This design comes from an exercise in tuning for small area and a short achievable clock period on the open sky130 flow, not from production work. In this exercise RTL edits were held to simulation tests only and were not proved equivalent to the original. Power figures rest on the tool's default switching activity, not on a simulated workload.

==> design.v <==
module ADC(clock, reset, ADC_CS_N, ADC_DIN, ADC_SCLK, ADC_DOUT, serial_parallel_data, data, spdf_load);
	input clock, reset;
	output reg ADC_CS_N;
	output reg ADC_DIN;
	output reg ADC_SCLK;
	input ADC_DOUT;
	output reg [11:0] serial_parallel_data;
	output reg [11:0] data;
	output wire spdf_load;
	localparam QUIET0 = 3'b000, QUIET1 = 3'b001, QUIET2 = 3'b010;
	localparam CYCLE0 = 3'b100, CYCLE1 = 3'b101, CYCLE2 = 3'b110, CYCLE3 = 3'b111;
	reg [2:0] state;
	reg [3:0] count;
	reg [11:0] buffer;
	reg [2:0] cc;
	wire en = (cc == 3'd4);
	wire ctrl = (count == 4'd0) | (count == 4'd6) | (count == 4'd7) | (count == 4'd11);
	wire [3:0] cnt_inc = {count[3] ^ (&count[2:0]), count[2] ^ (&count[1:0]), count[1] ^ count[0], ~count[0]};
	assign spdf_load = (state == CYCLE3) & (count == 4'd14) & (cc == 3'd1);
	always @(posedge clock)
		if (reset | en) cc <= 3'd0;
		else cc <= {cc[1] & cc[0] ^ cc[2], cc[1] ^ cc[0], ~cc[0]};
	always @(posedge clock)
		if (reset) begin
			ADC_CS_N <= 1'b1;
			ADC_DIN <= 1'b0;
			ADC_SCLK <= 1'b1;
			state <= QUIET0;
			count <= 4'b0;
			buffer <= 12'b0;
			data <= 12'b0;
			serial_parallel_data <= 12'b0;
		end else if (en) begin
			case (state)
				QUIET0: begin
					state <= QUIET1;
					data <= buffer;
					serial_parallel_data <= data;
				end
				QUIET1: state <= QUIET2;
				QUIET2: begin
					state <= CYCLE0;
					ADC_CS_N <= 1'b0;
					ADC_DIN <= ctrl;
					count <= cnt_inc;
				end
				CYCLE0: begin
					state <= CYCLE1;
					ADC_SCLK <= 1'b0;
				end
				CYCLE1: state <= CYCLE2;
				CYCLE2: begin
					state <= CYCLE3;
					ADC_SCLK <= 1'b1;
				end
				default: begin  
					if (count == 4'b1111) begin
						state <= QUIET0;
						ADC_CS_N <= 1'b1;
					end else
						state <= CYCLE0;
					ADC_DIN <= ctrl;
					buffer <= {buffer[10:0], ADC_DOUT};
					count <= cnt_inc;
				end
			endcase
		end
endmodule
module magnitude(voltage, clk, reset, win_f, amp, dc_offset);
	input [11:0] voltage;
	input clk;
	input reset;
	input [19:0] win_f;
	output reg [11:0] amp;
	output reg [11:0] dc_offset;
	function lt12(input [11:0] a, input [11:0] b);    
		integer i;
		begin
			lt12 = 1'b0;
			for (i = 0; i < 12; i = i + 1)
				lt12 = (~a[i] & b[i]) | ((~a[i] | b[i]) & lt12);
		end
	endfunction
	function [12:0] add12(input [11:0] a, input [11:0] b, input cin);
		integer i;
		reg c;
		begin
			c = cin;
			for (i = 0; i < 12; i = i + 1) begin
				add12[i] = a[i] ^ b[i] ^ c;
				c = (a[i] & b[i]) | (c & (a[i] ^ b[i]));
			end
			add12[12] = c;
		end
	endfunction
	reg [11:0] max;
	reg [11:0] min;
	wire win = (win_f == 20'd27);
	wire [12:0] sum = add12(max, min, 1'b0);
	wire [12:0] dif = add12(max, ~min, 1'b1);
	always @(posedge clk)
		if (reset) begin
			amp <= 12'b0;
			max <= 12'b0;
			min <= 12'hfff;
			dc_offset <= 12'b0;
		end else begin
			dc_offset <= sum[12:1];
			if (win) begin
				amp <= 12'b0;
				max <= 12'b0;
				min <= 12'hfff;
			end else begin
				amp <= dif[11:0];
				if (lt12(max, voltage)) max <= voltage;
				if (lt12(voltage, min)) min <= voltage;
			end
		end
endmodule
module frequency(clk, reset, data, mean, next_data, spdf_load, win_f, freq_bcd);
	input clk;
	input reset;
	input [11:0] data;        
	input [11:0] mean;        
	input [11:0] next_data;   
	input spdf_load;          
	output reg [19:0] win_f;
	output reg [14:0] freq_bcd;
	localparam [25:0] NCONST = 26'd50000000;
	function lt12(input [11:0] a, input [11:0] b);    
		integer i;
		begin
			lt12 = 1'b0;
			for (i = 0; i < 12; i = i + 1)
				lt12 = (~a[i] & b[i]) | ((~a[i] | b[i]) & lt12);
		end
	endfunction
	function [12:0] add12(input [11:0] a, input [11:0] b);
		integer i;
		reg c;
		begin
			c = 1'b0;
			for (i = 0; i < 12; i = i + 1) begin
				add12[i] = a[i] ^ b[i] ^ c;
				c = (a[i] & b[i]) | (c & (a[i] ^ b[i]));
			end
			add12[12] = c;
		end
	endfunction
	function [31:0] inc32(input [31:0] a);
		integer i;
		reg c;
		begin
			c = 1'b1;
			for (i = 0; i < 32; i = i + 1) begin
				inc32[i] = a[i] ^ c;
				c = c & a[i];
			end
		end
	endfunction
	reg [1:0] mode;
	reg [4:0] csat;           
	wire lt = lt12(data, mean);
	wire gt = lt12(mean, data);
	wire m00 = (mode == 2'b00), m11 = (mode == 2'b11), m01 = (mode == 2'b01);
	wire xing = gt & m00;
	wire inc = (lt & (m00 | m01)) | (gt & (m11 | m01));
	reg [11:0] spd_f, max_f, min_f, dc_f;
	reg [1:0] mode_f;
	reg [31:0] cnt_f;
	wire [12:0] sum_f = add12(max_f, min_f);
	wire lt_f = lt12(spd_f, dc_f);
	wire gt_f = lt12(dc_f, spd_f);
	wire m00_f = (mode_f == 2'b00), m11_f = (mode_f == 2'b11), m01_f = (mode_f == 2'b01);
	wire xing_f = gt_f & m00_f;
	wire inc_f = (lt_f & (m00_f | m01_f)) | (gt_f & (m11_f | m01_f));
	reg [4:0] step;
	reg [4:0] cnt_s;
	wire busy = (step != 5'd27);
	wire big_f = ~busy & (cnt_f[31] | (|cnt_f[30:5]) | (cnt_f[4:0] > 5'd27));
	wire start = xing_f & big_f;
	wire [31:0] cnt_s_inc = inc32({27'd0, cnt_s});
	wire [4:0] cnt_s_nx = xing_f ? 5'd1 : inc_f ? cnt_s_inc[4:0] : cnt_s;
	always @(posedge clk)
		if (reset) begin
			spd_f <= 12'd0;
			max_f <= 12'd0;
			min_f <= 12'd0;
			dc_f <= 12'd0;
			mode_f <= 2'b00;
			cnt_f <= 32'd1;
			win_f <= 20'd28;
		end else begin
			if (spdf_load) spd_f <= next_data;
			dc_f <= sum_f[12:1];
			if (win_f == 20'd999999) begin
				win_f <= 20'd0;
				max_f <= 12'd0;
				min_f <= 12'hfff;
			end else begin
				win_f <= inc32({12'd0, win_f});
				if (lt12(max_f, spd_f)) max_f <= spd_f;
				if (lt12(spd_f, min_f)) min_f <= spd_f;
			end
			if (busy) begin
				if (step == 5'd26) cnt_f <= {27'd0, cnt_s_nx};
			end else if (xing_f) begin
				if (~start) cnt_f <= 32'd1;
			end else if (inc_f)
				cnt_f <= inc32(cnt_f);
			if (xing_f)
				mode_f <= 2'b11;
			else begin
				if (gt_f & m11_f) mode_f <= 2'b01;
				if (lt_f & m01_f) mode_f <= 2'b00;
			end
		end
	always @(posedge clk)
		cnt_s <= cnt_s_nx;
	wire neg = cnt_f[31];
	wire cin = ~neg;
	wire [25:0] dx = neg ? cnt_f[25:0] : ~cnt_f[25:0];
	wire inr = (cnt_f[31:26] == 6'd0) | (cnt_f[31:26] == 6'h3f);
	reg [25:0] rem;
	reg [14:0] bcd;
	wire nbit = NCONST[5'd25 - step];
	wire [26:0] r2 = {rem, nbit};
	reg [27:0] diff;
	reg dc_;
	integer di;
	always @(*) begin
		dc_ = cin;
		for (di = 0; di < 26; di = di + 1) begin
			diff[di] = r2[di] ^ dx[di] ^ dc_;
			dc_ = (r2[di] & dx[di]) | (dc_ & (r2[di] ^ dx[di]));
		end
		diff[26] = ~(r2[26] ^ dc_);
		diff[27] = ~(r2[26] | dc_);
	end
	wire ge = inr & ~diff[27];
	wire qb = ge ^ neg;
	function [3:0] adj(input [3:0] d);
		adj = (d >= 4'd5) ? d + 4'd3 : d;
	endfunction
	wire [3:0] au = adj(bcd[3:0]), at = adj(bcd[7:4]), ah = adj(bcd[11:8]);
	wire [14:0] dd = {bcd[13:12], ah[3], ah[2:0], at[3], at[2:0], au[3], au[2:0], qb};
	wire u9 = (bcd[3:0] == 4'd9), t9 = (bcd[7:4] == 4'd9), h9 = (bcd[11:8] == 4'd9);
	wire wrap = (bcd == 15'h4095);
	wire [3:0] ui = u9 ? 4'd0 : bcd[3:0] + 4'd1;
	wire [3:0] ti = u9 ? (t9 ? 4'd0 : bcd[7:4] + 4'd1) : bcd[7:4];
	wire [3:0] hi = (u9 & t9) ? (h9 ? 4'd0 : bcd[11:8] + 4'd1) : bcd[11:8];
	wire [2:0] thi = (u9 & t9 & h9) ? bcd[14:12] + 3'd1 : bcd[14:12];
	wire [14:0] binc = wrap ? 15'd0 : {thi, hi, ti, ui};
	always @(posedge clk)
		if (reset)
			step <= 5'd27;
		else if (start) begin
			rem <= 26'd0;
			step <= 5'd0;
			bcd <= 15'd0;
		end else if (step < 5'd26) begin
			step <= inc32({27'd0, step});
			if (ge) rem <= diff[25:0];
			else rem <= r2[25:0];
			if (step >= 5'd14) bcd <= dd;
		end else if (step == 5'd26) begin
			step <= 5'd27;
			if (neg) bcd <= binc;
		end
	reg [14:0] rom;
	always @(*)
		case (csat)
			5'd1: rom = 15'h0128;  
			5'd2: rom = 15'h2112;  
			5'd3: rom = 15'h0042;  
			5'd4: rom = 15'h3104;  
			5'd5: rom = 15'h1664;  
			5'd6: rom = 15'h2069;  
			5'd7: rom = 15'h3529;  
			5'd8: rom = 15'h3600;  
			5'd9: rom = 15'h1379;  
			5'd10: rom = 15'h2880;  
			5'd11: rom = 15'h2990;  
			5'd12: rom = 15'h1034;  
			5'd13: rom = 15'h0009;  
			5'd14: rom = 15'h3812;  
			5'd15: rom = 15'h3285;  
			5'd16: rom = 15'h3848;  
			5'd17: rom = 15'h0248;  
			5'd18: rom = 15'h0689;  
			5'd19: rom = 15'h1946;  
			5'd20: rom = 15'h1440;  
			5'd21: rom = 15'h1176;  
			5'd22: rom = 15'h3543;  
			5'd23: rom = 15'h3033;  
			5'd24: rom = 15'h2565;  
			5'd25: rom = 15'h1152;  
			5'd26: rom = 15'h2052;  
			5'd27: rom = 15'h0459;  
			default: rom = 15'h0000;
		endcase
	always @(posedge clk)
		if (reset) begin
			mode <= 2'b00;
			csat <= 5'd0;
			freq_bcd <= 15'd0;
		end else if (xing) begin
			freq_bcd <= (csat > 5'd27) ? bcd : rom;
			csat <= 5'd1;
			mode <= 2'b11;
		end else begin
			if (inc & (csat != 5'd31)) csat <= inc32({27'd0, csat});
			if (gt & m11) mode <= 2'b01;
			if (lt & m01) mode <= 2'b00;
		end
endmodule
module hvsync_generator(
    input clk,
    input reset,
    input ce,
    output reg vga_h_sync,
    output reg vga_v_sync,
    output reg vga_blank,
    output reg inDisplayArea,
    output reg [9:0] CounterX,
    output reg [8:0] CounterY
  );
    reg [9:0] xinc;
    reg [8:0] yinc;
    reg cx, cy;
    integer i;
    always @(*) begin
      cx = 1'b1;
      for (i = 0; i < 10; i = i + 1) begin xinc[i] = CounterX[i] ^ cx; cx = cx & CounterX[i]; end
      cy = 1'b1;
      for (i = 0; i < 9; i = i + 1) begin yinc[i] = CounterY[i] ^ cy; cy = cy & CounterY[i]; end
    end
    wire CounterXmaxed = (CounterX == 10'd800);
    wire hs_n = ~((CounterX > 10'd656) && (CounterX < 10'd752));
    wire vs_n = ~(CounterY == 9'd491);
    always @(posedge clk)
    if (reset) begin
      CounterX <= 10'd0;
      CounterY <= 9'd0;
      vga_h_sync <= 1'b1;
      vga_v_sync <= 1'b1;
      vga_blank <= 1'b1;
      inDisplayArea <= 1'b0;
    end else if (ce) begin
      CounterX <= CounterXmaxed ? 10'd0 : xinc;
      if (CounterXmaxed) CounterY <= yinc;
      vga_h_sync <= hs_n;
      vga_v_sync <= vs_n;
      vga_blank <= hs_n & vs_n;
      inDisplayArea <= (CounterX < 10'd640) && (CounterY < 9'd480);
    end
endmodule
module vga(vpp, offset, freq_bcd, clk, reset, vga_h_sync, vga_v_sync, vga_R, vga_G, vga_B, vga_clk, vga_blank, vga_sync, dalgalar, a_sayisi);
input clk;
input reset;
input [11:0] vpp, offset;
input [14:0] freq_bcd;
input [1:0] dalgalar;
input [1:0] a_sayisi;
output vga_h_sync, vga_v_sync, vga_clk, vga_blank, vga_sync;
output [7:0] vga_R, vga_G, vga_B;
wire inDisplayArea;
wire [9:0] CounterX;
wire [8:0] CounterY;
reg clk_25;
reg [1:0] dal_r, a_r;     
reg r_out, g_out, b_out;
wire pix_ce = ~clk_25;
always @(posedge clk)
	if (reset) clk_25 <= 1'b0;
	else clk_25 <= ~clk_25;
hvsync_generator hvsync(.clk(clk), .reset(reset), .ce(pix_ce), .vga_h_sync(vga_h_sync), .vga_v_sync(vga_v_sync),
	.vga_blank(vga_blank), .inDisplayArea(inDisplayArea), .CounterX(CounterX), .CounterY(CounterY));
localparam D = 1;
wire x_tick = (CounterX == 10'd41 + D) || (CounterX == 10'd80 + D) || (CounterX == 10'd120 + D) || (CounterX == 10'd160 + D) ||
	(CounterX == 10'd200 + D) || (CounterX == 10'd240 + D) || (CounterX == 10'd280 + D) || (CounterX == 10'd320 + D) ||
	(CounterX == 10'd360 + D) || (CounterX == 10'd400 + D) || (CounterX == 10'd440 + D) || (CounterX == 10'd480 + D) ||
	(CounterX == 10'd520 + D) || (CounterX == 10'd560 + D) || (CounterX == 10'd600 + D);
wire y_tick = (CounterY == 9'd41) || (CounterY == 9'd80) || (CounterY == 9'd120) || (CounterY == 9'd160) ||
	(CounterY == 9'd200) || (CounterY == 9'd240) || (CounterY == 9'd280) || (CounterY == 9'd320) ||
	(CounterY == 9'd360) || (CounterY == 9'd400) || (CounterY == 9'd439);
reg frame_m;
always @(*)
	if (CounterY > 9'd41 && CounterY < 9'd50) frame_m = x_tick;
	else if (CounterX > 10'd42 + D && CounterX < 10'd52 + D) frame_m = y_tick;
	else if (CounterX == 10'd41 + D || CounterX == 10'd600 + D) frame_m = (CounterY > 9'd40 && CounterY < 9'd440);
	else if (CounterY == 9'd41 || CounterY == 9'd439) frame_m = (CounterX > 10'd51 + D && CounterX < 10'd601 + D);
	else frame_m = 1'b0;
wire sq = ((CounterX == 10'd80 + D || CounterX == 10'd240 + D || CounterX == 10'd400 + D || CounterX == 10'd560 + D) &&
		CounterY > 9'd121 && CounterY < 9'd279) ||
	(CounterY == 9'd121 && ((CounterX > 10'd80 + D && CounterX < 10'd240 + D) || (CounterX > 10'd400 + D && CounterX < 10'd560 + D))) ||
	(CounterY == 9'd279 && ((CounterX > 10'd52 + D && CounterX < 10'd80 + D) || (CounterX > 10'd240 + D && CounterX < 10'd400 + D) ||
		(CounterX > 10'd560 + D && CounterX < 10'd590 + D)));
reg [10:0] xpy;
reg [9:0] xmy;
reg ca, cs;
integer i;
always @(*) begin
	ca = 1'b0; cs = 1'b1;
	for (i = 0; i < 10; i = i + 1) begin
		xpy[i] = CounterX[i] ^ (i < 9 ? CounterY[i] : 1'b0) ^ ca;
		ca = (CounterX[i] & (i < 9 ? CounterY[i] : 1'b0)) | (ca & (CounterX[i] ^ (i < 9 ? CounterY[i] : 1'b0)));
		xmy[i] = CounterX[i] ^ ~(i < 9 ? CounterY[i] : 1'b0) ^ cs;
		cs = (CounterX[i] & ~(i < 9 ? CounterY[i] : 1'b0)) | (cs & (CounterX[i] ^ ~(i < 9 ? CounterY[i] : 1'b0)));
	end
	xpy[10] = ca;
end
wire ytri = CounterY > 9'd119 && CounterY < 9'd281;
wire tri_ = ytri && ((CounterX > 10'd59 + D && CounterX < 10'd221 + D && xpy == 11'd340 + D) ||
	(CounterX > 10'd220 + D && CounterX < 10'd381 + D && xmy == 10'd100 + D) ||
	(CounterX > 10'd380 + D && CounterX < 10'd541 + D && xpy == 11'd660 + D));
wire [3:0] sp6 = (a_r == 2'd0) ? 4'd6 : (a_r == 2'd1) ? 4'd7 : (a_r == 2'd2) ? 4'd5 : 4'd8;    
wire seg1 = (a_r == 2'd0) ? (CounterX < 10'd135) : (a_r == 2'd1) ? (CounterX < 10'd141) :
	(a_r == 2'd2) ? (CounterX < 10'd129) : (CounterX < 10'd147);                             
wire seg3 = (a_r == 2'd0) ? (CounterX >= 10'd177) : (a_r == 2'd1) ? (CounterX >= 10'd190) :
	(a_r == 2'd2) ? (CounterX >= 10'd163) : (CounterX >= 10'd203);                           
wire [9:0] offp = seg1 ? 10'd105 : ~seg3 ? 10'd99 :
	(a_r == 2'd0) ? 10'd99 : (a_r == 2'd1) ? 10'd100 : (a_r == 2'd2) ? 10'd98 : 10'd101;      
wire [3:0] dv = seg1 ? ((a_r == 2'd0) ? 4'd5 : (a_r == 2'd1) ? 4'd6 : (a_r == 2'd2) ? 4'd4 : 4'd7) : sp6;
reg [9:0] su;
reg csu;
integer m;
always @(*) begin
	csu = 1'b1;
	for (m = 0; m < 10; m = m + 1) begin
		su[m] = CounterX[m] ^ ~offp[m] ^ csu;
		csu = (CounterX[m] & ~offp[m]) | (csu & (CounterX[m] ^ ~offp[m]));
	end
end
reg [6:0] kq;
reg [3:0] rr, tt;
always @(*) begin
	rr = {1'b0, su[9:7]};
	for (m = 6; m >= 0; m = m - 1) begin
		tt = {rr[2:0], su[m]};
		kq[m] = (tt >= dv);
		rr = kq[m] ? tt - dv : tt;
	end
end
wire [3:0] wid = (~seg1 & ~seg3 & kq == 7'd12) ? ((a_r == 2'd0) ? 4'd2 : (a_r == 2'd1) ? 4'd3 : (a_r == 2'd2) ? 4'd1 : 4'd4) : 4'd2;
wire ins = (CounterX >= 10'd105) && (rr < wid) && (kq <= 7'd82);
wire fp_s = kq < 7'd35;
wire [5:0] ps = (kq < 7'd14) ? kq[5:0] : (kq < 7'd35) ? kq[5:0] + 6'd1 : (kq < 7'd71) ? kq[5:0] - 6'd35 : kq[5:0] - 6'd7;
reg [8:0] yb, yb2;       
always @(*)
	case (ps)
		6'd0: yb = 9'd176;
		6'd1: yb = 9'd188;
		6'd2: yb = 9'd202;
		6'd3: yb = 9'd216;
		6'd4: yb = 9'd232;
		6'd5: yb = 9'd244;
		6'd6: yb = 9'd258;
		6'd7: yb = 9'd270;
		6'd8: yb = 9'd281;
		6'd9: yb = 9'd290;
		6'd10: yb = 9'd297;
		6'd11: yb = 9'd301;
		6'd12: yb = 9'd303;
		6'd13: yb = 9'd303;
		6'd14: yb = 9'd302;
		6'd15: yb = 9'd299;
		6'd16: yb = 9'd294;
		6'd17: yb = 9'd286;
		6'd18: yb = 9'd276;
		6'd19: yb = 9'd264;
		6'd20: yb = 9'd251;
		6'd21: yb = 9'd239;
		6'd22: yb = 9'd223;
		6'd23: yb = 9'd209;
		6'd24: yb = 9'd195;
		6'd25: yb = 9'd182;
		6'd26: yb = 9'd171;
		6'd27: yb = 9'd161;
		6'd28: yb = 9'd153;
		6'd29: yb = 9'd147;
		6'd30: yb = 9'd144;
		6'd31: yb = 9'd143;
		6'd32: yb = 9'd145;
		6'd33: yb = 9'd150;
		6'd34: yb = 9'd156;
		6'd35: yb = 9'd166;
		default: yb = 9'd0;
	endcase
always @(*)
	if (1'b0) yb2 = yb;
	else if (fp_s && ps == 6'd1) yb2 = 9'd189;
	else if (fp_s && ps == 6'd4) yb2 = 9'd231;
	else if (fp_s && ps == 6'd5) yb2 = 9'd245;
	else yb2 = yb;
reg [8:0] yd;
reg cy;
integer n;
always @(*) begin
	cy = 1'b1;
	for (n = 0; n < 9; n = n + 1) begin
		yd[n] = CounterY[n] ^ ~yb2[n] ^ cy;
		cy = (CounterY[n] & ~yb2[n]) | (cy & (CounterY[n] ^ ~yb2[n]));
	end
end
wire sine = ins & (yd[8:2] == 7'd0) & (yd[1:0] != 2'd3);
wire wave = (dal_r == 2'b10) ? sq : (dal_r == 2'b01) ? tri_ : (dal_r == 2'b11) ? sine : 1'b0;
wire mag = ~wave & frame_m;
wire sel_vpp = CounterX < 10'd200;
wire [11:0] vsel = sel_vpp ? vpp : offset;
reg [15:0] v9;
reg [16:0] v25;
reg c9, c25;
integer j;
always @(*) begin
	c9 = 1'b0;
	for (j = 0; j < 15; j = j + 1) begin
		v9[j] = (j < 12 ? vsel[j] : 1'b0) ^ (j >= 3 ? vsel[j-3] : 1'b0) ^ c9;
		c9 = ((j < 12 ? vsel[j] : 1'b0) & (j >= 3 ? vsel[j-3] : 1'b0)) | (c9 & ((j < 12 ? vsel[j] : 1'b0) ^ (j >= 3 ? vsel[j-3] : 1'b0)));
	end
	v9[15] = c9;
	c25 = 1'b0;
	for (j = 0; j < 17; j = j + 1) begin
		v25[j] = (j < 16 ? v9[j] : 1'b0) ^ (j >= 4 && j < 16 ? vsel[j-4] : 1'b0) ^ c25;
		c25 = ((j < 16 ? v9[j] : 1'b0) & (j >= 4 && j < 16 ? vsel[j-4] : 1'b0)) | (c25 & ((j < 16 ? v9[j] : 1'b0) ^ (j >= 4 && j < 16 ? vsel[j-4] : 1'b0)));
	end
end
wire [5:0] vr = v25[16:11];
reg [3:0] vt, vu;
always @(*)
	case (vr)
		6'd0: {vt, vu} = 8'h00;
		6'd1: {vt, vu} = 8'h01;
		6'd2: {vt, vu} = 8'h02;
		6'd3: {vt, vu} = 8'h03;
		6'd4: {vt, vu} = 8'h04;
		6'd5: {vt, vu} = 8'h05;
		6'd6: {vt, vu} = 8'h06;
		6'd7: {vt, vu} = 8'h07;
		6'd8: {vt, vu} = 8'h08;
		6'd9: {vt, vu} = 8'h09;
		6'd10: {vt, vu} = 8'h10;
		6'd11: {vt, vu} = 8'h11;
		6'd12: {vt, vu} = 8'h12;
		6'd13: {vt, vu} = 8'h13;
		6'd14: {vt, vu} = 8'h14;
		6'd15: {vt, vu} = 8'h15;
		6'd16: {vt, vu} = 8'h16;
		6'd17: {vt, vu} = 8'h17;
		6'd18: {vt, vu} = 8'h18;
		6'd19: {vt, vu} = 8'h19;
		6'd20: {vt, vu} = 8'h20;
		6'd21: {vt, vu} = 8'h21;
		6'd22: {vt, vu} = 8'h22;
		6'd23: {vt, vu} = 8'h23;
		6'd24: {vt, vu} = 8'h24;
		6'd25: {vt, vu} = 8'h25;
		6'd26: {vt, vu} = 8'h26;
		6'd27: {vt, vu} = 8'h27;
		6'd28: {vt, vu} = 8'h28;
		6'd29: {vt, vu} = 8'h29;
		6'd30: {vt, vu} = 8'h30;
		6'd31: {vt, vu} = 8'h31;
		6'd32: {vt, vu} = 8'h32;
		6'd33: {vt, vu} = 8'h33;
		6'd34: {vt, vu} = 8'h34;
		6'd35: {vt, vu} = 8'h35;
		6'd36: {vt, vu} = 8'h36;
		6'd37: {vt, vu} = 8'h37;
		6'd38: {vt, vu} = 8'h38;
		6'd39: {vt, vu} = 8'h39;
		6'd40: {vt, vu} = 8'h40;
		6'd41: {vt, vu} = 8'h41;
		6'd42: {vt, vu} = 8'h42;
		6'd43: {vt, vu} = 8'h43;
		6'd44: {vt, vu} = 8'h44;
		6'd45: {vt, vu} = 8'h45;
		6'd46: {vt, vu} = 8'h46;
		6'd47: {vt, vu} = 8'h47;
		6'd48: {vt, vu} = 8'h48;
		6'd49: {vt, vu} = 8'h49;
		default: {vt, vu} = 8'h00;
	endcase
reg [3:0] dig;
always @(*)
	if (CounterX <= 10'd95) dig = vt;
	else if (CounterX <= 10'd110) dig = vu;
	else if (CounterX < 10'd200) dig = 4'd0;
	else if (CounterX <= 10'd263) dig = vt;
	else if (CounterX <= 10'd280) dig = vu;
	else if (CounterX <= 10'd411) dig = 4'd0;
	else if (CounterX <= 10'd426) dig = {1'b0, freq_bcd[14:12]};
	else if (CounterX <= 10'd442) dig = freq_bcd[11:8];
	else if (CounterX <= 10'd457) dig = freq_bcd[7:4];
	else dig = freq_bcd[3:0];
wire posF = CounterX >= 10'd264 && CounterX <= 10'd280;
wire posM = CounterX >= 10'd412 && CounterX <= 10'd426;
wire isL = CounterX == 10'd79 || CounterX == 10'd98 || CounterX == 10'd158 || CounterX == 10'd177 || CounterX == 10'd247 ||
	CounterX == 10'd268 || CounterX == 10'd399 || CounterX == 10'd413 || CounterX == 10'd428 || CounterX == 10'd444 ||
	CounterX == 10'd458;
wire isR = CounterX == 10'd90 || CounterX == 10'd108 || CounterX == 10'd168 || CounterX == 10'd187 || CounterX == 10'd257 ||
	CounterX == 10'd278 || CounterX == 10'd410 || CounterX == 10'd425 || CounterX == 10'd440 || CounterX == 10'd456 ||
	CounterX == 10'd470;
wire isH = (CounterX >= 10'd80 && CounterX <= 10'd90) || (CounterX >= 10'd99 && CounterX <= 10'd107) ||
	(CounterX >= 10'd159 && CounterX <= 10'd167) || (CounterX >= 10'd178 && CounterX <= 10'd186) ||
	(CounterX >= 10'd248 && CounterX <= 10'd256) || (CounterX >= 10'd269 && CounterX <= 10'd277) ||
	(CounterX >= 10'd399 && CounterX <= 10'd410) || (CounterX >= 10'd414 && CounterX <= 10'd424) ||
	(CounterX >= 10'd429 && CounterX <= 10'd439) || (CounterX >= 10'd445 && CounterX <= 10'd455) ||
	(CounterX >= 10'd459 && CounterX <= 10'd469);
wire isD = (CounterX >= 10'd94 && CounterX <= 10'd95) || (CounterX >= 10'd171 && CounterX <= 10'd172) ||
	(CounterX >= 10'd261 && CounterX <= 10'd262);
reg [7:1] seg;
always @(*)
	case (dig)
		4'd0: seg = 7'b0111111;
		4'd1: seg = 7'b0000110;
		4'd2: seg = 7'b1011011;
		4'd3: seg = 7'b1001111;
		4'd4: seg = 7'b1100110;
		4'd5: seg = 7'b1101101;
		4'd6: seg = 7'b1111101;
		4'd7: seg = 7'b0000111;
		4'd8: seg = 7'b1111111;
		default: seg = 7'b1101111;
	endcase
wire f3 = posF && dig == 4'd3, m4 = posM && dig == 4'd4;
wire s1 = seg[1], s2 = seg[2], s3 = seg[3], s4 = seg[4] & ~f3, s5 = seg[5] | m4, s6 = (seg[6] & ~m4) | f3, s7 = seg[7];
wire yu = CounterY >= 9'd450 && CounterY <= 9'd459;
wire yl = CounterY >= 9'd460 && CounterY <= 9'd470;
wire digit = (CounterY == 9'd450 && isH && s1) || (isR && yu && s2) || (isR && yl && s3) ||
	(CounterY == 9'd470 && isH && s4) || (isL && yl && s5) || (isL && yu && s6) ||
	(CounterY == 9'd460 && isH && s7) || (isD && (CounterY == 9'd469 || CounterY == 9'd470));
always @(posedge clk)
	if (reset) begin
		dal_r <= 2'b00;
		a_r <= 2'b00;
		r_out <= 1'b0;
		g_out <= 1'b0;
		b_out <= 1'b0;
	end else if (pix_ce) begin
		dal_r <= dalgalar;
		a_r <= a_sayisi;
		if (inDisplayArea) begin
			r_out <= digit | mag;
			g_out <= wave;
			b_out <= mag;
		end else begin
			r_out <= 1'b0;
			g_out <= 1'b0;
			b_out <= 1'b0;
		end
	end
assign vga_R = {8{r_out}};
assign vga_G = {8{g_out}};
assign vga_B = {8{b_out}};
assign vga_sync = vga_blank;
assign vga_clk = clk_25;
endmodule
module adc_to_vga(clock, reset, ADC_CS_N, ADC_DIN, ADC_SCLK, ADC_DOUT, vga_R, vga_G,
vga_B, vga_clk, vga_blank, vga_sync, vga_h_sync, vga_v_sync, dalgalar, a_sayisi);
	output [7:0] vga_R, vga_G, vga_B;
	output wire vga_clk, vga_blank, vga_sync, vga_h_sync, vga_v_sync;
	input clock, reset;
	input [1:0] a_sayisi, dalgalar;
	output wire ADC_CS_N;          
	output wire ADC_DIN;           
	output wire ADC_SCLK;          
	input ADC_DOUT;                
	wire [11:0] serial_parallel_data;
	wire [11:0] next_data;
	wire spdf_load;
	wire [11:0] signal_amp;
	wire [11:0] signal_offset;
	wire [19:0] win_f;
	wire [14:0] freq_bcd;
ADC system_1(.clock(clock), .reset(reset), .ADC_CS_N(ADC_CS_N), .ADC_DIN(ADC_DIN), .ADC_SCLK(ADC_SCLK), .ADC_DOUT(ADC_DOUT),
	.serial_parallel_data(serial_parallel_data), .data(next_data), .spdf_load(spdf_load));
magnitude system_2(.voltage(serial_parallel_data), .clk(clock), .reset(reset), .win_f(win_f), .dc_offset(signal_offset), .amp(signal_amp));
frequency system_3(.clk(clock), .reset(reset), .data(serial_parallel_data), .mean(signal_offset), .next_data(next_data),
	.spdf_load(spdf_load), .win_f(win_f), .freq_bcd(freq_bcd));
vga system_4(.vpp(signal_amp), .offset(signal_offset), .freq_bcd(freq_bcd), .clk(clock), .reset(reset), .vga_h_sync(vga_h_sync), .vga_v_sync(vga_v_sync),
.vga_R(vga_R), .vga_G(vga_G), .vga_B(vga_B), .vga_clk(vga_clk), .vga_blank(vga_blank), .vga_sync(vga_sync), .dalgalar(dalgalar), .a_sayisi(a_sayisi));
endmodule
==> run.sh <==
#!/bin/bash
# synth_recipe.tcl (not shown) runs the flow's synth.tcl, then flattens the netlist and writes it again
# the make line also repeats each setting of config.mk as NAME=value (left out here)
make -C /OpenROAD-flow-scripts/flow DESIGN_CONFIG=/design/flow/config.mk WORK_HOME=/design/flow/orfs CLKGATE_MAP_FILE= SYNTH_SCRIPT=/design/flow/synth_recipe.tcl finish
==> config.mk <==
export PLATFORM = sky130hd
export DESIGN_NAME = adc_to_vga
export DESIGN_NICKNAME = adc_to_vga
export VERILOG_FILES = /design/flow/design.v
export SDC_FILE = /design/flow/constraint.sdc
export NUM_CORES = 4
export LEC_CHECK = 0
export CAP_MARGIN = 20
export CORE_MARGIN = 2
export CORE_UTILIZATION = 40
export CTS_BUF_LIST = sky130_fd_sc_hd__clkbuf_4 sky130_fd_sc_hd__clkbuf_8
export SLEW_MARGIN = 20
==> constraint.sdc <==
create_clock -name core_clock -period 120.0 [get_ports {clock}]
set_input_delay 24.0000 -clock core_clock [delete_from_list [all_inputs] [get_ports {clock}]]
set_output_delay 24.0000 -clock core_clock [all_outputs]
set_load 0.01 [all_outputs]
==> results of run 1 <==
## cells by family after synthesis
family | Yosys count | synth area share [%]
AOI/OAI and AO/OA | 629 | 17.9
muxes | 152 | 6.49
adders and majority gates | 305 | 19.2
and+or+nand+nor | 952 | 19.3
buffers and inverters | 399 | 7.07
xor gates and xnor gates | 74 | 2.73
DFF | 303 | 27.3
## synthesized netlist by cell type, drive strengths merged, types with 12 or more instances
master	count
a211oi	66
a21oi	188
a22oi	12
a311oi	13
a31oi	27
and2	16
and3	26
buf	67
clkbuf	123
dfxtp	262
edfxtp	41
fa	102
ha	193
inv	208
mux2	12
mux2i	140
nand2	249
nand2b	59
nand3	47
nand4	26
nor2	311
nor2b	58
nor3	61
nor3b	14
nor4	29
o2111ai	12
o211ai	21
o21a	13
o21ai	119
o31ai	12
xnor2	34
xor2	40
## power by group
group	internal, mW	switching (mW)	leakage (nW)
combinational	0.176	0.279	7.33
clock	0.0585	0.0455	0.632
sequential	0.105	0.00293	2.49
## final timing paths
| kind | endpoint | start | cells past startpoint | slack [ns] |
|---|---|---|---|---|
| worst max register to register | system_4.r_out | system_4.hvsync.CounterX[1] | 82 | 98.30 |
| worst min register to register | system_3.win_f[0] | system_3.win_f[0] | 1 | 0.42 |
| worst max-delay path | vga_R[6] | system_4.r_out | 1 | 94.19 |
| worst min-delay path | system_3.win_f[0] | system_3.win_f[0] | 1 | 0.42 |
## layout make-up
class	count	area (µm²)	share of cell area [%]
Multi-Input combinational cell	2112	15600	60.9
Sequential cell	303	6480	25.2
Clock buffer	84	1050	4.09
Tap cell	773	967	3.76
Inverter	209	785	3.05
Timing Repair Buffer	72	633	2.46
Clock inverter	15	133	0.516
## per-layer routing
| layer | wire length (µm) | part of all wire (%) |
|---|---|---|
| met2 | 28400 | 47 |
| met4 | 2000 | 3.3 |
| met1 | 26800 | 45 |
| met3 | 3040 | 5.1 |
| met5 | 0 | 0 |
## sequential cells by signal, summed over array words and instances, names as in the netlist, 9 cells and up
signal                         count
system_3.max_f                    12
system_3.freq_bcd                 15
system_1.buffer                   12
system_3.win_f                    20
system_3.rem                      26
system_3.dc_f                     12
system_2.dc_offset                12
system_3.min_f                    12
system_3.cnt_f                    32
system_3.bcd                      15
system_3.spd_f                    12
system_2.min                      12
system_1.data                     12
system_2.amp                      12
system_4.hvsync.CounterX          10
system_2.max                      12
system_4.hvsync.CounterY           9
system_1.serial_parallel_data     12
## per-stage QoR
stage | hold slack [ns] | power (mW) | instances
floorplan | 0.399 | 0.461 | 2814
detailed placement | 0.417 | 0.561 | 3469
finish | 0.420 | 0.667 | 3568
CTS | 0.425 | 0.669 | 3568
global placement | 0.411 | 0.543 | 3469
global route | 0.452 | 0.735 | 3568
==> impl_metrics.toml, run 1 <==
[run_status]
status = "timing/DRC/antenna clean"

[routing]
ant_nets = 0
drt_iter0_drc = 1524
first_pass_iters = 6
viasPerCell = 5.59
wl_um = 60200
drc_errors = 0
wl_per_cell_um = 16.9
via_count = 20000

[global_route]
antenna_found_initial = 0
grt_pass1_wl_um = 99000
gr-usage-met2_pct = 33.6
grt_start_max_net_pins = 84
grt_pass1_vias = 19600
busiest_layer = "met2"
grt.total_usage_pct = 19.6
grt.overflow.total = 0
use_met1_pct = 24.7
grtUsageMet3_pct = 3.09

[placed_design]
placed_area_um2 = 24500
preCtsSetupSlack_ns = 93.25
gp_congestion = 0.936
dp_hpwl_um = 43500
place.port_buffers = 38

[timing]
rsz0062_at_grt = "no"
tns_ns = 0
final.setup_skew_ns = 0.0456
finalHoldViolCount = 0
report.final.slew_viol_count = 0
setup_violations = 0
setup_slack_ns = 94.19
tightest_slew_ns = 1.11
relSlewSlack_pct = 24.2
period_needed_ns = 25.81
fin_crit_sh_pct = 21.5
fmax_ghz = 0.0387

[die]
io_pins = 39
die_y_um = 248
core_um2 = 58800
dieArea_um2 = 61300
rows = 89
start_util_pct = 40.4
die_w_um = 248

[job]
cap_violations = 0

[logic_synthesis]
ys_seq_area_share_pct = 27.3
yosys_warnings = 5
syn_inst = 2814
syn_avg_cell_area_um2 = 8.44
synth_edf_count = 41
synthFlopType = "dfxtp_1"
netlist_top_cells_area = "dfxtp_1 22%, ha_1 10%, fa_1 8.6%"
synth_top_cell_by_area = "dfxtp_1"
synth.top_cell.area_share_pct = 22.1
postSynth.asyncResetShare_pct = 0
syn-cell-area_um2 = 23700
synth.distinct_cells = 104
ys_ff_latch = 303

[clock_network]
cts_resized = 0
htreeDepth = 2
cts_hold_buf = 0
root_buffer = "clkbuf_8"
clk_path_buf_depth = 3
cts_tree = "yes"
numClockSinks = 303
cts_buffers = 54
clkTransAtPathRegs_ns = 0.06
cts_setup_buffers = 0
worstSkewPairLatency_ns = 0.66

[final_layout]
fin_util_pct = 43.7
final_cell_mix = "308 x nor2_1, 262 x dfxtp_1, 249 x nand2_1, 205 x inv_1, 193 x ha_1"
final_cell_area_um2 = 25700
num-nets-final = 3054
num_antenna_cells = 0
drive_above_1_share_pct = 7.30
area_delta_synth_final_pct = 8.22
nFillCells = 5817
final_common_cell = "nor2_1"

[worst_setup_path]
cp_max_fo = 9
cp_cell_sequence = "clkdlybuf4s50_1"
crit_arrival_ns = 1.81
end_kind = "output pin"
path_class = "reg -> out"
path_buf_inv = 1
critical-path-max-stage-delay_ns = 0.62
path_delay_family = "buffers and inverters"
required_ns = 96.00
slowest_stage = "clkdlybuf4s50_1"
worst_setup_path_start_kind = "flop"

[power_and_ir_drop]
p_per_area_nw_per_um2 = 26.0
ir_drop_mv = 0.0545
leakage_nw = 10.5

[worst_hold_path]
worst_hold_path_type = "reg -> reg"
==> run 2, diff against run 1 <==
--- a/config.mk
+++ b/config.mk
@@ -9,4 +9,3 @@
 export CORE_MARGIN = 2
 export CORE_UTILIZATION = 40
-export CTS_BUF_LIST = sky130_fd_sc_hd__clkbuf_4 sky130_fd_sc_hd__clkbuf_8
 export SLEW_MARGIN = 20
==> run 2 against run 1 <==
  * Sequential cell count stayed put
  * Core utilization is 0.17 points higher
  * Setup slack worse by 0.012 ns
  * Clock power rose by 13%
  * Critical path depth increased by 6
  * Clock-buffer cell count down 38
  * Still clean
  * Sequential share of layout area decreased by 0.10 points
  * Routed wire length decreased by 0.43%
==> impl_metrics.toml, run 2 <==
[timing]
setup_violations = 0
setup_slack_ns = 94.18
fmax_ghz = 0.0387
rsz0062_at_grt = "no"
final.setup_skew_ns = 0.0246
report.final.slew_viol_count = 0
holdWs_ns = 0.420
tns_ns = 0
period_needed_ns = 25.82
fin_crit_sh_pct = 21.5
finalHoldViolCount = 0
tightest_slew_ns = 1.07
relSlewSlack_pct = 27.0

[die]
die_y_um = 248
io_pins = 39
dieArea_um2 = 61300
core_um2 = 58800
start_util_pct = 40.4
die_w_um = 248
rows = 89

[final_layout]
final_common_cell = "nor2_1"
multi_input_area_um2 = 15600
reg_top3 = "system_3.cnt_f x32, system_3.rem x26, system_3.win_f x20"
regMostFlops = "system_3.cnt_f"
drive_above_1_share_pct = 5.94
num_antenna_cells = 0
ff_latch_area_um2 = 6480
nFillCells = 5790
area_delta_synth_final_pct = 8.65
num-nets-final = 3036
largest_reg_flops = 32
final_cell_mix = "308 x nor2_1, 262 x dfxtp_1, 249 x nand2_1, 205 x inv_1, 193 x ha_1"

[routing]
wl_um = 60000
viasPerCell = 5.61
drc_errors = 0
drt_iter0_drc = 1521
ant_nets = 0
via_count = 19800
wl_per_cell_um = 17.0
first_pass_iters = 5

[power_and_ir_drop]
ir_drop_mv = 0.0545
finalPower_mw = 0.682
p_per_area_nw_per_um2 = 26.4
leakage_nw = 10.5

[logic_synthesis]
ys_seq_area_share_pct = 27.3
yosys-top-cells-count = "309 x nor2_1, 262 x dfxtp_1, 249 x nand2_1, 205 x inv_1, 193 x ha_1"
syn_avg_cell_area_um2 = 8.44
postSynth.asyncResetShare_pct = 0
synth_most_common_cell = "nor2_1"
synth.top_cell.area_share_pct = 22.1
synth.distinct_cells = 104
synth_top_cell_by_area = "dfxtp_1"
syn-cell-area_um2 = 23700
yosys_warnings = 5
synth_edf_count = 41
syn_inst = 2814
ys_ff_latch = 303
synthFlopType = "dfxtp_1"
netlist_top_cells_area = "dfxtp_1 22%, ha_1 10%, fa_1 8.6%"

[worst_setup_path]
crit_arrival_ns = 26.27
required_ns = 120.45
end_kind = "flop"
cp_max_fo = 83
path_class = "in -> reg"
worst_setup_path_start_kind = "input port"

[global_route]
antenna_found_initial = 0
grt_pass1_wl_um = 98800
grt.overflow.total = 0
grt.total_usage_pct = 19.6
grt_pass1_vias = 19500
grt_start_max_net_pins = 84

[clock_network]
clkTransAtPathRegs_ns = 0.06
cts_hold_buf = 0
cts_tree = "yes"
clk_path_buf_depth = 3
cts_setup_buffers = 0
cts_resized = 0
htreeDepth = 2
cts_buffers = 36
root_buffer = "clkbuf_16"
numClockSinks = 303
worstSkewPairLatency_ns = 0.57

[worst_hold_path]
worst_hold_path_type = "reg -> reg"

[placed_design]
dp_hpwl_um = 43500
gp_congestion = 0.936
place.port_buffers = 38
preCtsSetupSlack_ns = 93.25

[job]
cap_violations = 0

[run_status]
status = "timing/DRC/antenna clean"
==> run 2: final timing paths <==
kind | from | endpoint | slack, ns | cells after the start
worst max-delay path | reset | system_3.cnt_f[31] | 94.18 | 7
worst min-delay path | system_3.win_f[0] | system_3.win_f[0] | 0.42 | 1
worst min register to register | system_3.win_f[0] | system_3.win_f[0] | 0.42 | 1
worst max register to register | system_4.hvsync.CounterX[1] | system_4.r_out | 98.36 | 82
==> run 2: cell type report <==
class	instances	share of cell area, %
clock buffer	46	3.79
clock inverter	18	1.19
inverter	209	3.04
multi-input combinational	2112	60.7
sequential	303	25.1
tap	773	3.75
timing repair buffer	72	2.45
==> run 2: per-stage QoR <==
step | util [%] | area (µm²) | cells
6_report | 43.9 | 25800 | 3533
5_1_grt | 43.9 | 25800 | 3533
4_1_cts | 43.9 | 25800 | 3533
3_5_place_dp | 41.7 | 24500 | 3469
3_3_place_gp | 41.7 | 24500 | 3469
2_1_floorplan | - | 23700 | 2814
==> run 2: critical path, cell delays in order <==
cell and delay, ns:
buf_4 0.65, inv_1 0.24, buf_4 0.30, nand2_1 0.14, a2bb2oi_4 0.56, a211oi_1 0.12, a31o_1 0.21
==> run 2: per-layer routing <==
metal	global-route usage, %	vias to the layer above	part of all wire, %	wire length, µm
li1	-	9709	-	-
met1	24.6	9415	44	26300
met2	33.4	544	47	28200
met3	3.00	144	5.2	3140
met4	7.87	0	3.8	2250
met5	0	-	0	0
==> run 2: cell families after synthesis <==
logic type               after synthesis  synth area share, %
AO/OA/AOI/OAI                        629                 17.9
XOR/XNOR                              74                 2.73
adder cells (fa/ha/maj)              305                 19.2
buffers and inverters                399                 7.07
flip-flops                           303                 27.3
multiplexers                         152                 6.49
AND/OR/NAND/NOR                      952                 19.3
==> run 2: power breakdown <==
group	switching [mW]	internal (mW)	total (mW)
Combinational	0.281	0.176	0.456
Sequential	0.00291	0.105	0.108
Clock	0.0459	0.0715	0.117
==> run 3, diff against run 2 <==
--- a/design.v
+++ b/design.v
@@ -1,3 +1,3 @@
-module ADC(clock, reset, ADC_CS_N, ADC_DIN, ADC_SCLK, ADC_DOUT, serial_parallel_data, data, spdf_load);
+module ADC(clock, reset, ADC_CS_N, ADC_DIN, ADC_SCLK, ADC_DOUT, serial_parallel_data, data, spdf_load, spdf_new);
 	input clock, reset;
 	output reg ADC_CS_N;
@@ -8,4 +8,5 @@
 	output reg [11:0] data;
 	output wire spdf_load;
+	output wire spdf_new;    
 	localparam QUIET0 = 3'b000, QUIET1 = 3'b001, QUIET2 = 3'b010;
 	localparam CYCLE0 = 3'b100, CYCLE1 = 3'b101, CYCLE2 = 3'b110, CYCLE3 = 3'b111;
@@ -18,4 +19,5 @@
 	wire [3:0] cnt_inc = {count[3] ^ (&count[2:0]), count[2] ^ (&count[1:0]), count[1] ^ count[0], ~count[0]};
 	assign spdf_load = (state == CYCLE3) & (count == 4'd14) & (cc == 3'd1);
+	assign spdf_new = (state == CYCLE3) & (count == 4'd14) & (cc == 3'd2);
 	always @(posedge clock)
 		if (reset | en) cc <= 3'd0;
@@ -118,5 +120,5 @@
 		end
 endmodule
-module frequency(clk, reset, data, mean, next_data, spdf_load, win_f, freq_bcd);
+module frequency(clk, reset, data, mean, next_data, spdf_load, spdf_new, win_f, freq_bcd);
 	input clk;
 	input reset;
@@ -125,4 +127,5 @@
 	input [11:0] next_data;   
 	input spdf_load;          
+	input spdf_new;           
 	output reg [19:0] win_f;
 	output reg [14:0] freq_bcd;
@@ -166,8 +169,10 @@
 	wire xing = gt & m00;
 	wire inc = (lt & (m00 | m01)) | (gt & (m11 | m01));
-	reg [11:0] spd_f, max_f, min_f, dc_f;
+	reg [11:0] spd_f, max_g, min_g;
 	reg [1:0] mode_f;
 	reg [31:0] cnt_f;
-	wire [12:0] sum_f = add12(max_f, min_f);
+	wire [12:0] sum_f = add12(max_g, min_g);
+	wire [11:0] dc_f = sum_f[12:1];
+	wire [11:0] spd_g = spdf_new ? data : spd_f;
 	wire lt_f = lt12(spd_f, dc_f);
 	wire gt_f = lt12(dc_f, spd_f);
@@ -185,7 +190,6 @@
 		if (reset) begin
 			spd_f <= 12'd0;
-			max_f <= 12'd0;
-			min_f <= 12'd0;
-			dc_f <= 12'd0;
+			max_g <= 12'd0;
+			min_g <= 12'd0;
 			mode_f <= 2'b00;
 			cnt_f <= 32'd1;
@@ -193,13 +197,12 @@
 		end else begin
 			if (spdf_load) spd_f <= next_data;
-			dc_f <= sum_f[12:1];
-			if (win_f == 20'd999999) begin
-				win_f <= 20'd0;
-				max_f <= 12'd0;
-				min_f <= 12'hfff;
+			if (win_f == 20'd999999) win_f <= 20'd0;
+			else win_f <= inc32({12'd0, win_f});
+			if (win_f == 20'd0) begin     
+				max_g <= 12'd0;
+				min_g <= 12'hfff;
 			end else begin
-				win_f <= inc32({12'd0, win_f});
-				if (lt12(max_f, spd_f)) max_f <= spd_f;
-				if (lt12(spd_f, min_f)) min_f <= spd_f;
+				if (lt12(max_g, spd_g)) max_g <= spd_g;
+				if (lt12(spd_g, min_g)) min_g <= spd_g;
 			end
 			if (busy) begin
@@ -632,13 +635,14 @@
 	(CounterY == 9'd460 && isH && s7) || (isD && (CounterY == 9'd469 || CounterY == 9'd470));
 always @(posedge clk)
+	if (pix_ce) begin
+		dal_r <= dalgalar;
+		a_r <= a_sayisi;
+	end
+always @(posedge clk)
 	if (reset) begin
-		dal_r <= 2'b00;
-		a_r <= 2'b00;
 		r_out <= 1'b0;
 		g_out <= 1'b0;
 		b_out <= 1'b0;
 	end else if (pix_ce) begin
-		dal_r <= dalgalar;
-		a_r <= a_sayisi;
 		if (inDisplayArea) begin
 			r_out <= digit | mag;
@@ -669,5 +673,5 @@
 	wire [11:0] serial_parallel_data;
 	wire [11:0] next_data;
-	wire spdf_load;
+	wire spdf_load, spdf_new;
 	wire [11:0] signal_amp;
 	wire [11:0] signal_offset;
@@ -675,8 +679,8 @@
 	wire [14:0] freq_bcd;
 ADC system_1(.clock(clock), .reset(reset), .ADC_CS_N(ADC_CS_N), .ADC_DIN(ADC_DIN), .ADC_SCLK(ADC_SCLK), .ADC_DOUT(ADC_DOUT),
-	.serial_parallel_data(serial_parallel_data), .data(next_data), .spdf_load(spdf_load));
+	.serial_parallel_data(serial_parallel_data), .data(next_data), .spdf_load(spdf_load), .spdf_new(spdf_new));
 magnitude system_2(.voltage(serial_parallel_data), .clk(clock), .reset(reset), .win_f(win_f), .dc_offset(signal_offset), .amp(signal_amp));
 frequency system_3(.clk(clock), .reset(reset), .data(serial_parallel_data), .mean(signal_offset), .next_data(next_data),
-	.spdf_load(spdf_load), .win_f(win_f), .freq_bcd(freq_bcd));
+	.spdf_load(spdf_load), .spdf_new(spdf_new), .win_f(win_f), .freq_bcd(freq_bcd));
 vga system_4(.vpp(signal_amp), .offset(signal_offset), .freq_bcd(freq_bcd), .clk(clock), .reset(reset), .vga_h_sync(vga_h_sync), .vga_v_sync(vga_v_sync),
 .vga_R(vga_R), .vga_G(vga_G), .vga_B(vga_B), .vga_clk(vga_clk), .vga_blank(vga_blank), .vga_sync(vga_sync), .dalgalar(dalgalar), .a_sayisi(a_sayisi));
==> run 3 against run 2 <==
  * Combinational power barely moved
  * Largest cell class unchanged
  * Core utilization increased by 0.24 points
  * Clock power down 3%
  * Non-clock buffer count increased by 5
  * Fmax decreased by 0.18%
  * Global-route usage rose by 1.1 points
  * Largest power group unchanged
==> impl_metrics.toml, run 3 <==
[routing]
top_layer_used = "met4"
via_count = 20200
wl_met1_um = 27500
wl_um = 63500
ant_nets = 0
first_pass_iters = 5
wl_met2_um = 30800
drt_iter0_drc = 1552
drc_errors = 0
wl_met3_um = 2940
viasPerCell = 5.76
wl_per_cell_um = 18.1

[clock_network]
cts_tree = "yes"
worstSkewPairLatency_ns = 0.56
cts_setup_buffers = 0
htreeDepth = 2
cts_resized = 0
cts_buffers = 37
numClockSinks = 291
clkTransAtPathRegs_ns = 0.06
clk_path_buf_depth = 3
root_buffer = "clkbuf_16"
cts_hold_buf = 0

[timing]
fin_crit_sh_pct = 21.6
report.final.slew_viol_count = 0
tns_ns = 0
relSlewSlack_pct = 27.2
fmax_ghz = 0.0387
holdWs_ns = 0.458
finalHoldViolCount = 0
tightest_slew_ns = 1.09
setup_violations = 0
setup_slack_ns = 94.13
rsz0062_at_grt = "no"
period_needed_ns = 25.87
final.setup_skew_ns = 0.0166

[placed_design]
dp_hpwl_um = 46200
gp_congestion = 0.936
dp_cells = 3446
preCtsSetupSlack_ns = 93.68
place.port_buffers = 38

[logic_synthesis]
synth.top_cell.area_share_pct = 21.2
ys_seq_area_share_pct = 27.0
synthFlopType = "dfxtp_1"
ys_ff_latch = 291
synth_edf_count = 45
synth.distinct_cells = 95
synth_top_cell_by_area = "dfxtp_1"
yosys-top-cells-count = "279 x nand2_1, 272 x nor2_1, 246 x dfxtp_1, 212 x inv_1, 195 x ha_1"
syn_avg_cell_area_um2 = 8.36
yosys_warnings = 5
syn_inst = 2776
synth_most_common_cell = "nand2_1"
netlist_top_cells_area = "dfxtp_1 21%, ha_1 11%, fa_1 8.8%"
syn-cell-area_um2 = 23200
postSynth.asyncResetShare_pct = 0

[die]
io_pins = 39
die_y_um = 245
rows = 88
core_um2 = 57600
dieArea_um2 = 60000
die_w_um = 245
start_util_pct = 40.3

[power_and_ir_drop]
p_per_area_nw_per_um2 = 26.7
ir_drop_mv = 0.0765
leakage_nw = 10.4

[worst_setup_path]
required_ns = 96.00
startpoint = "system_4.clk_25"
crit_end = "vga_clk"
worstRegToRegCells = 86
crit_arrival_ns = 1.87
cp_max_fo = 8
path_class = "reg -> out"
end_kind = "output pin"
r2r_end = "system_4.g_out"
rrSetupSlack_ns = 97.87
worst_setup_path_start_kind = "flop"
reg2reg_from = "system_4.hvsync.CounterX[0]"

[final_layout]
fin_util_pct = 44.1
area_delta_synth_final_pct = 9.43
final_common_cell = "nand2_1"
largest_reg_flops = 32
instances_no_fill = 3513
num_antenna_cells = 0
regMostFlops = "system_3.cnt_f"
final_cell_mix = "279 x nand2_1, 269 x nor2_1, 246 x dfxtp_1, 212 x inv_1, 195 x ha_1"
reg_top3 = "system_3.cnt_f x32, system_3.rem x26, system_3.win_f x20"
num-nets-final = 3025
drive_above_1_share_pct = 5.90

[global_route]
grt.total_usage_pct = 20.7
grt.overflow.total = 0
grt_start_max_net_pins = 52
grt_pass1_wl_um = 103000
grt_pass1_vias = 19700
antenna_found_initial = 0

[job]
cap_violations = 0

[run_status]
status = "timing/DRC/antenna clean"

[worst_hold_path]
worst_hold_path_type = "reg -> reg"
whs_path_depth = 2
-- run 3: cell types whose count changed after synthesis, moves of 8 or more --
cell      delta
a211o_1      +9
a21o_1      +22
a22o_1      +12
dfxtp_1     -16
mux2i_1     -33
nand2_1     +30
nand2b_1    -24
nand3_1     +15
nor2_1      -37
nor2b_1     -17
xnor2_1      -8
-- run 3: report_power, final --
part / switching (mW) / total (mW) / internal [mW] / leakage [nW]
Sequential: 0.00377 / 0.107 / 0.103 / 2.41
Clock: 0.0458 / 0.113 / 0.0676 / 0.612
Combinational: 0.276 / 0.458 / 0.182 / 7.36
-- run 3: worst min-delay path by stage --
stage                          start                    end  slack [ns]
4_1_cts            system_3.max_g[7]      system_3.max_g[7]        0.46
6_report           system_3.max_g[7]      system_3.max_g[7]        0.46
2_1_floorplan  system_3.freq_bcd[14]  system_3.freq_bcd[14]        0.43
5_1_grt           system_1.buffer[9]       system_1.data[9]        0.48
3_5_place_dp     system_1.buffer[11]      system_1.data[11]        0.45
3_3_place_gp     system_1.buffer[11]      system_1.data[11]        0.44
-- run 3: metrics by stage --
| stage | power, mW | instance area [µm²] |
|---|---|---|
| floorplan | 0.465 | 23200 |
| finish | 0.679 | 25400 |
| detailed placement | 0.558 | 24100 |
| global route | 0.736 | 25400 |
| CTS | 0.674 | 25400 |
| global placement | 0.543 | 24100 |
-- run 3: kinds of logic after synthesis --
family,synth area share [%]
XOR/XNOR,2.57
multiplexers,5.15
adder cells (fa/ha/maj),20.1
buffers and inverters,6.91
flip-flops,27.0
AND/OR/NAND/NOR,18.5
AO/OA/AOI/OAI,19.7
-- run 3: per-layer routing --
metal,vias to the layer above,global-route usage [%]
met5,-,0
met4,0,8.05
met3,134,2.79
met2,589,36.3
met1,9795,25.7
li1,9729,-
-- run 3: layout make-up --
type / count / area (µm²)
clock inverters: 24 / 258
repair buffers: 77 / 674
well taps: 765 / 957
fillers: 5545 / 32200
inverters: 222 / 833
clock buffers: 42 / 975
flip-flops and latches: 291 / 6280
multi-input cells: 2092 / 15400
-- run 3: critical path, cell delays in order, from the launching register on --
cell	delay, ns
dfxtp_1	0.49
buf_4	0.26
clkdlybuf4s50_1	0.57
==> run 4, diff against run 3 <==
==> flow/run.sh (new file) <==
#!/bin/bash
# Layout: the standard ORFS flow (standard.sh, unchanged synthesis) with
# these ORFS variables changed:
#  - REMOVE_ABC_BUFFERS=1: floorplan removes the buffers synthesis inserted;
#    with the 120 ns clock they have nothing to do, and repair_design puts
#    back the ones that slew, capacitance or fanout need.
#  - ports are buffered with sky130_fd_sc_hd__buf_2 instead of the delay cell
#    buffer_ports picks by default.
#  - clock tree: no dummy loads, clkbuf_4/clkbuf_8 buffers.
# Each tool's log is in orfs/logs/; make's own output goes to standard.log.
set -euo pipefail
export REMOVE_ABC_BUFFERS=1
export BUFFER_PORTS_ARGS="-buffer_cell sky130_fd_sc_hd__buf_2"
export CTS_ARGS="-sink_clustering_enable -repair_clock_nets -dont_use_dummy_load -buf_list {sky130_fd_sc_hd__clkbuf_4 sky130_fd_sc_hd__clkbuf_8}"
bash standard.sh > standard.log 2>&1
==> standard.sh (new file) <==
#!/bin/bash
# synth_recipe.tcl (not shown) runs the flow's synth.tcl, then flattens the netlist and writes it again
# the make line also repeats each setting of config.mk as NAME=value (left out here)
make -C /OpenROAD-flow-scripts/flow DESIGN_CONFIG=/design/flow/config.mk WORK_HOME=/design/flow/orfs CLKGATE_MAP_FILE= SYNTH_SCRIPT=/design/flow/synth_recipe.tcl "${@:-finish}"
--- a/config.mk
+++ b/config.mk
@@ -9,3 +9,4 @@
 export CORE_MARGIN = 2
 export CORE_UTILIZATION = 40
+export GPL_TIMING_DRIVEN = 0
 export SLEW_MARGIN = 20
removed: run.sh
==> run 4 against run 3 <==
  * Sequential share of layout area is 0.64 points higher
  * Register-to-register slack worse by 1.3 ns
  * Clock-buffer cell count is 15 higher
  * Synthesized cell count unchanged
  * Global-route usage barely moved
  * Still clean
  * Sequential cell count is the same
  * Critical path type unchanged
==> impl_metrics.toml, run 4 <==
[placed_design]
gp_congestion = 0.919
placed_area_um2 = 24000
dp_cells = 3430
dp_hpwl_um = 45800
place.port_buffers = 38

[die]
die_w_um = 245
io_pins = 39
dieArea_um2 = 60000
start_util_pct = 40.3
die_y_um = 245
rows = 88
core_um2 = 57600

[clock_network]
numClockSinks = 291
htreeDepth = 2
cts_buffers = 57
root_buffer = "clkbuf_8"
cts_resized = 0
cts_tree = "yes"
cts_hold_buf = 0
clkTransAtPathRegs_ns = 0.06
cts_setup_buffers = 0
clk_path_buf_depth = 3
worstSkewPairLatency_ns = 0.67

[power_and_ir_drop]
ir_drop_mv = 0.104
p_per_area_nw_per_um2 = 26.1
leakage_nw = 10.2

[timing]
tns_ns = 0
fin_crit_sh_pct = 21.3
setup_violations = 0
period_needed_ns = 25.58
finalHoldViolCount = 0
relSlewSlack_pct = 29.0
rsz0062_at_grt = "no"
final.setup_skew_ns = 0.0837
report.final.slew_viol_count = 0
tightest_slew_ns = 1.06
fmax_ghz = 0.0391

[logic_synthesis]
synth-simple-area-share_pct = 18.5
synthAdderAreaFrac_pct = 20.1
syn_avg_cell_area_um2 = 8.36
synth_compound_area_share_pct = 19.7
synth_top_family_by_area = "adder cells"
syn_inst = 2776
synth.area.mux_share_pct = 5.15
synth.distinct_cells = 95
synth_edf_count = 45
synthFlopType = "dfxtp_1"
postSynth.asyncResetShare_pct = 0
synth_xor_area_share_pct = 2.57
ys_seq_area_share_pct = 27.0
syn-cell-area_um2 = 23200
synth_most_common_cell = "nand2_1"
yosys_warnings = 5
yosys-top-cells-count = "279 x nand2_1, 272 x nor2_1, 246 x dfxtp_1, 212 x inv_1, 195 x ha_1"
synth_top_cell_by_area = "dfxtp_1"
ys_ff_latch = 291
netlist_top_cells_area = "dfxtp_1 21%, ha_1 11%, fa_1 8.8%"
synth.top_cell.area_share_pct = 21.2

[routing]
wl_per_cell_um = 18.1
viasPerCell = 5.78
wl_um = 63100
first_pass_iters = 7
ant_nets = 0
drt_iter0_drc = 1360
via_count = 20200
drc_errors = 0

[global_route]
grt.total_usage_pct = 20.7
grtUsageMet3_pct = 2.93
grt.overflow.total = 0
gr-usage-met2_pct = 36.3
use_met1_pct = 25.6
antenna_found_initial = 1
grt_start_max_net_pins = 82
grt_pass1_vias = 19800
grt_pass1_wl_um = 103000
busiest_layer = "met2"

[final_layout]
area_delta_synth_final_pct = 6.85
regMostFlops = "system_3.cnt_f"
final_cell_area_um2 = 24800
largest_reg_flops = 32
num-nets-final = 3029
final_cell_mix = "279 x nand2_1, 269 x nor2_1, 237 x dfxtp_1, 212 x inv_1, 195 x ha_1"
final_common_cell = "nand2_1"
reg_top3 = "system_3.cnt_f x32, system_3.rem x26, system_3.win_f x20"
instances_no_fill = 3488
nFillCells = 5668
num_antenna_cells = 0
drive_above_1_share_pct = 6.94

[worst_setup_path]
cp_cell_sequence = "buf_2"
cp_max_fo = 15
path_class = "reg -> out"
end_kind = "output pin"
rrSetupSlack_ns = 96.58
worst_setup_path_start_kind = "flop"
required_ns = 96.00
path_delay_family = "flip-flops"
crit_arrival_ns = 1.58
critical-path-max-stage-delay_ns = 0.70
slowest_stage = "dfxtp_1"
path_buf_inv = 1

[run_status]
status = "timing/DRC/antenna clean"

[worst_hold_path]
worst_hold_path_type = "reg -> reg"

[job]
cap_violations = 0
-- run 4: cell counts after synthesis --
Identical to the previous run, type by type.
-- run 4: area by class of cell --
class	instances	area [µm²]	share of cell area [%]
Clock buffer	57	785	3.16
Inverter	222	835	3.37
Multi-Input combinational cell	2092	15500	62.3
Sequential cell	291	6290	25.4
Tap cell	765	957	3.86
Timing Repair Buffer	61	484	1.95
-- run 4: per-layer routing --
layer | wire [µm] | part of all wire (%)
met5 | 13 | 0.021
met1 | 27000 | 43
met2 | 30500 | 48
met3 | 3330 | 5.3
met4 | 2290 | 3.6
-- run 4: logic make-up after synthesis --
family | count (synthesis)
mux | 118
xor+xnor | 68
fa+ha+maj | 315
buf+inv | 393
simple gates | 914
flops | 291
compound gates | 677
-- run 4: report_power, final --
part | total (mW) | internal (mW) | switching [mW]
sequential | 0.108 | 0.104 | 0.00433
clock | 0.0826 | 0.0413 | 0.0412
combinational | 0.457 | 0.184 | 0.273
total | 0.648 | 0.329 | 0.319
-- run 4: worst register-to-register path, delay by kind of cell, from the launching register on --
kind | cells | cell delay, ns
muxes | 4 | 1.39
AOI/OAI and AO/OA | 39 | 10.54
and+or+nand+nor | 6 | 1.07
xor gates and xnor gates | 1 | 0.08
buffers and inverters | 12 | 1.58
adders and majority gates | 23 | 7.81
DFF | 1 | 0.79
-- run 4: worst paths after layout --
path,start,to,cells past startpoint
worst max-delay path,system_4.clk_25,vga_clk,1
worst min register to register,system_1.buffer[7],system_1.data[7],2
worst min-delay path,system_1.buffer[7],system_1.data[7],2
worst max register to register,system_4.hvsync.CounterX[1],system_4.r_out,85
-- run 4: per-stage QoR --
stage                     utilization (%)  hold slack, ns  setup slack [ns]  power, mW
final                                43.1           0.459             94.42      0.648
after global placement               41.0           0.446             89.59      0.540
after detailed placement             41.7           0.457             93.53      0.562
after CTS                            43.0           0.456             94.20      0.648
after global routing                 43.1           0.471             94.34      0.716
after floorplan                         -           0.426             94.33      0.458

-- afterwards: timing with drivers on the ports --
Ports are ideal in the flow. The routed layouts listed here were re-timed in OpenROAD.
Step 1 sets driving cells, clkbuf_16 on the clock port and buf_2 on the other inputs (assumed; they add their load-dependent delay and slew).
Step 2 times the ports against the registers' clock, not the clock port: input delays grow and output delays shrink by t, the midpoint of the rising clock arrivals with the driver on.
a / b / c = no drivers / after step 1 / after step 2; a / b = the first two.
| run | t (ns) | setup WS [ns] | worst slew at a driven data input, ns |
|---|---|---|---|
| run 1 | 0.689 | 94.188 / 94.140 / 93.586 | 0.04 |
| run 2 | 0.605 | 94.176 / 94.203 / 93.598 | 0.04 |
| run 3 | 0.606 | 94.128 / 94.073 / 93.654 | 0.03 |
| run 4 | 0.684 | 94.425 / 94.372 / 93.919 | 0.04 |
After both steps every run listed still meets setup and hold. For run 1, which loses most, drivers alone change the setup slack by -0.048 ns; drivers and shift together by -0.602 ns.
